Source: an optimization exercise on an open RTL-to-GDS flow (aim: small area and a short achievable clock period). Production flows keep margins and buffers that such runs may drop. At most, simulation tests tie the RTL to the original design; equivalence was not proved. Power figures rest on the tool's default switching activity, not on a simulated workload.

// reflex_core
module reflex_core (
    input wire clk,
    input wire rst_n,
    input wire signed [15:0] z_pos,
    input wire signed [15:0] z_vel,
    input wire signed [15:0] kp_gain,
    input wire signed [15:0] kd_gain,
    input wire signed [15:0] vel_threshold,
    output wire signed [15:0] u_out,
    output reg guardian_active
);
Size in the first run: ~1500 cells after synthesis, roughly 140 flip-flops, roughly 15000 sq um of cells after synthesis.
clock: 8.0 ns
lec_check: 0
cap_margin: 20
core_margin: 2
core_utilization: 40
setup_slack_margin: 3.7
slew_margin: 20
synth_hierarchical: 1
standard.sh (not shown) runs the stock make flow with config.mk's settings and CLKGATE_MAP_FILE= SYNTH_SCRIPT=/design/flow/synth_recipe.tcl, a recipe that flattens the netlist after the stock synthesis.
==> flow/flow/run.sh <==
#!/bin/bash
set -o pipefail
export BUFFER_PORTS_ARGS="-buffer_cell sky130_fd_sc_hd__buf_1"
bash standard.sh > standard.log 2>&1
status=$?
tail -n 40 standard.log
exit $status
Change:
--- a/flow/design.v
+++ b/flow/design.v
@@ -3,21 +3,21 @@
     input wire rst_n,
     input wire signed [15:0] z_pos,
     input wire signed [15:0] z_vel,
     input wire signed [15:0] kp_gain,
     input wire signed [15:0] kd_gain,
     input wire signed [15:0] vel_threshold,
     output wire signed [15:0] u_out,
     output reg guardian_active
 );
-    wire [15:0] g_zx = z_vel ^ {16{z_vel[15]}};
-    wire [16:0] g_cmp = {1'b0, g_zx} + {1'b0, ~vel_threshold} + {16'd0, z_vel[15]};
-    wire g = vel_threshold[15] ? ~((vel_threshold == 16'h8000) & (z_vel == 16'h8000)) : g_cmp[16];
+    wire [16:0] g_dif = {vel_threshold[15], vel_threshold} - {z_vel[15], z_vel};
+    wire [16:0] g_sum = {z_vel[15], z_vel} + {vel_threshold[15], vel_threshold};
+    wire g = g_dif[16] | (g_sum[16] & ~(vel_threshold == 16'h8000));
     wire [7:0] bp_one_d, bp_two_d, bp_ngn_d;
     wire [7:0] bd_one_d, bd_two_d, bd_ngn_d;
     assign bp_one_d[0] = ~(kp_gain[0] ^ 1'b0);
     assign bp_two_d[0] = ~((kp_gain[1] & ~kp_gain[0] & ~1'b0) | (~kp_gain[1] & kp_gain[0] & 1'b0));
     assign bp_ngn_d[0] = ~kp_gain[1] & (kp_gain[0] | 1'b0);
     assign bp_one_d[1] = ~(kp_gain[2] ^ kp_gain[1]);
     assign bp_two_d[1] = ~((kp_gain[3] & ~kp_gain[2] & ~kp_gain[1]) | (~kp_gain[3] & kp_gain[2] & kp_gain[1]));
     assign bp_ngn_d[1] = ~kp_gain[3] & (kp_gain[2] | kp_gain[1]);
     assign bp_one_d[2] = ~(kp_gain[4] ^ kp_gain[3]);
Effect: Routed wire length increases by about 3.8%; maximum frequency is lower by about 6%; sequential power is about the same; clock power climbs by about 5%; critical path depth shrinks by 2; sequential share of layout area is higher by 0.15 points; power shrinks by 2.9%; clock skew hardly moves; cell count stays flat; worst hold slack improves by 0.012 ns; combinational power fell by 4.3%.
For the second run of this note, only the layout was checked, not whether the RTL still works.

reflex_core, a different RTL version from the one above (not shown whole).
Size: roughly 140 flip-flops, about 99 I/O pins.
clock: 8.0 ns
lec_check: 0
cap_margin: 20
core_margin: 2
core_utilization: 40
setup_slack_margin: 3.5
slew_margin: 20
synth_hierarchical: 1
Scripts as last shown in full above: flow/flow/run.sh
The starting point finished clean.
Rerun with:
--- a/flow/design.v
+++ b/flow/design.v
@@ -2,23 +2,23 @@
     input wire clk,
     input wire rst_n,
     input wire signed [15:0] z_pos,
     input wire signed [15:0] z_vel,
     input wire signed [15:0] kp_gain,
     input wire signed [15:0] kd_gain,
     input wire signed [15:0] vel_threshold,
     output wire signed [15:0] u_out,
     output reg guardian_active
 );
-    wire [15:0] g_zx = z_vel ^ {16{z_vel[15]}};
-    wire [16:0] g_cmp = {1'b0, g_zx} + {1'b0, ~vel_threshold} + {16'd0, z_vel[15]};
-    wire g = vel_threshold[15] ? ~((vel_threshold == 16'h8000) & (z_vel == 16'h8000)) : g_cmp[16];
+    wire [16:0] g_dif = {vel_threshold[15], vel_threshold} - {z_vel[15], z_vel};
+    wire [16:0] g_sum = {z_vel[15], z_vel} + {vel_threshold[15], vel_threshold};
+    wire g = g_dif[16] | (g_sum[16] & ~(vel_threshold == 16'h8000));
     wire [7:0] bp_one_d, bp_two_d, bp_ngn_d;
     wire [7:0] bd_one_d, bd_two_d, bd_ngn_d;
     assign bp_one_d[0] = ~(kp_gain[0] ^ 1'b0);
     assign bp_two_d[0] = ~((kp_gain[1] & ~kp_gain[0] & ~1'b0) | (~kp_gain[1] & kp_gain[0] & 1'b0));
     assign bp_ngn_d[0] = ~kp_gain[1] & (kp_gain[0] | 1'b0);
     assign bp_one_d[1] = ~(kp_gain[2] ^ kp_gain[1]);
     assign bp_two_d[1] = ~((kp_gain[3] & ~kp_gain[2] & ~kp_gain[1]) | (~kp_gain[3] & kp_gain[2] & kp_gain[1]));
     assign bp_ngn_d[1] = ~kp_gain[3] & (kp_gain[2] | kp_gain[1]);
     assign bp_one_d[2] = ~(kp_gain[4] ^ kp_gain[3]);
     assign bp_two_d[2] = ~((kp_gain[5] & ~kp_gain[4] & ~kp_gain[3]) | (~kp_gain[5] & kp_gain[4] & kp_gain[3]));
Via count rose by 1.5%.
Clock-buffer cell count rises by 2.
Total power increases by 5.6%.
Utilization climbs by 0.41 points.
Worst setup slack loses 290 ps.
Routed wire length went up by 5.6%.
Maximum frequency came out lower by 6.1%.
Global-route usage rose by 1.2 points.
The RTL of the second run of this note was laid out without a check of its function.

v6:
reflex_core with an RTL version that a note above also has.
For scale: ~1500 cells after synthesis, roughly 140 flip-flops, about 15000 um2 of cells after synthesis.
export LEC_CHECK = 0
export CAP_MARGIN = 20
export CORE_MARGIN = 2
export CORE_UTILIZATION = 40
export SETUP_SLACK_MARGIN = 3.5
export SLEW_MARGIN = 20
export SYNTH_HIERARCHICAL = 1
create_clock -name core_clock -period 8.0 [get_ports {clk}]
Scripts as last shown in full above: flow/flow/run.sh
The following lists how v7 was set up differently from v6:
--- a/flow/design.v
+++ b/flow/design.v
@@ -5,17 +5,17 @@
     input wire signed [15:0] z_vel,
     input wire signed [15:0] kp_gain,
     input wire signed [15:0] kd_gain,
     input wire signed [15:0] vel_threshold,
     output wire signed [15:0] u_out,
     output reg guardian_active
 );
-    wire [16:0] g_dif = {vel_threshold[15], vel_threshold} - {z_vel[15], z_vel};
-    wire [16:0] g_sum = {z_vel[15], z_vel} + {vel_threshold[15], vel_threshold};
-    wire g = g_dif[16] | (g_sum[16] & ~(vel_threshold == 16'h8000));
+    wire [15:0] g_zx = z_vel ^ {16{z_vel[15]}};
+    wire [16:0] g_cmp = {1'b0, g_zx} + {1'b0, ~vel_threshold} + {16'd0, z_vel[15]};
+    wire g = vel_threshold[15] ? ~((vel_threshold == 16'h8000) & (z_vel == 16'h8000)) : g_cmp[16];
     wire [7:0] bp_one_d, bp_two_d, bp_ngn_d;
     wire [7:0] bd_one_d, bd_two_d, bd_ngn_d;
     assign bp_one_d[0] = ~(kp_gain[0] ^ 1'b0);
     assign bp_two_d[0] = ~((kp_gain[1] & ~kp_gain[0] & ~1'b0) | (~kp_gain[1] & kp_gain[0] & 1'b0));
     assign bp_ngn_d[0] = ~kp_gain[1] & (kp_gain[0] | 1'b0);
     assign bp_one_d[1] = ~(kp_gain[2] ^ kp_gain[1]);
     assign bp_two_d[1] = ~((kp_gain[3] & ~kp_gain[2] & ~kp_gain[1]) | (~kp_gain[3] & kp_gain[2] & kp_gain[1]));
==> comparison <==
Changes observed in v7 relative to v6: number of flops mapped to enable cells by yosys stayed essentially flat, cell count along the critical path grew by 1, routing usage on met1 shows a reduction of 0.84 points, area overhead of the layout relative to synthesis held. A highest-delay cell along the critical path of dfxtp_1 is what v7 shows, while or4_4 belongs to v6. In the flow results for v7 and v6, the share of post-route cells with drive strength above 1 is smaller on v6. v7 ends up with a layout clock buffer count that is 3 higher than in v6.
No functional check of the RTL was part of v6.

## what the ideal ports hide
Ports are ideal in the flow. The routed layouts listed here were re-timed in OpenROAD.
Step 1: set_driving_cell puts a clkbuf_16 on clk and a buf_2 on each other input, an assumption about the parent block.
Step 2 adds t to the input delays and takes it off the output delays; t is the mean of the earliest and latest rising clock arrival at the registers after step 1. Input paths then give back, and output paths get back, about the clock's delay inside the block.
Three values: ideal ports, drivers, drivers and shift; two values: the first two.
run	t, ns	setup slack, ns	hold slack, ns	worst setup path at the end	worst register clock-pin slew, ns
the first run of note 1	0.494	3.661 / 3.612 / 3.685	0.352 / 0.352 / 0.352	input to register	0.08 / 0.08
the second run of note 1	0.482	3.389 / 3.342 / 3.663	0.364 / 0.364 / 0.364	input to register	0.08 / 0.08
the first run of note 2	0.482	3.597 / 3.549 / 3.614	0.350 / 0.350 / 0.350	register to register	0.07 / 0.07
the second run of note 2	0.487	3.309 / 3.261 / 3.602	0.358 / 0.358 / 0.358	register to register	0.07 / 0.07
v6	0.486	3.395 / 3.346 / 3.578	0.353 / 0.353 / 0.353	register to register	0.07 / 0.07
v7	0.481	3.633 / 3.590 / 3.633	0.354 / 0.354 / 0.354	register to register	0.07 / 0.07
After both steps setup and hold are still met in every run listed.
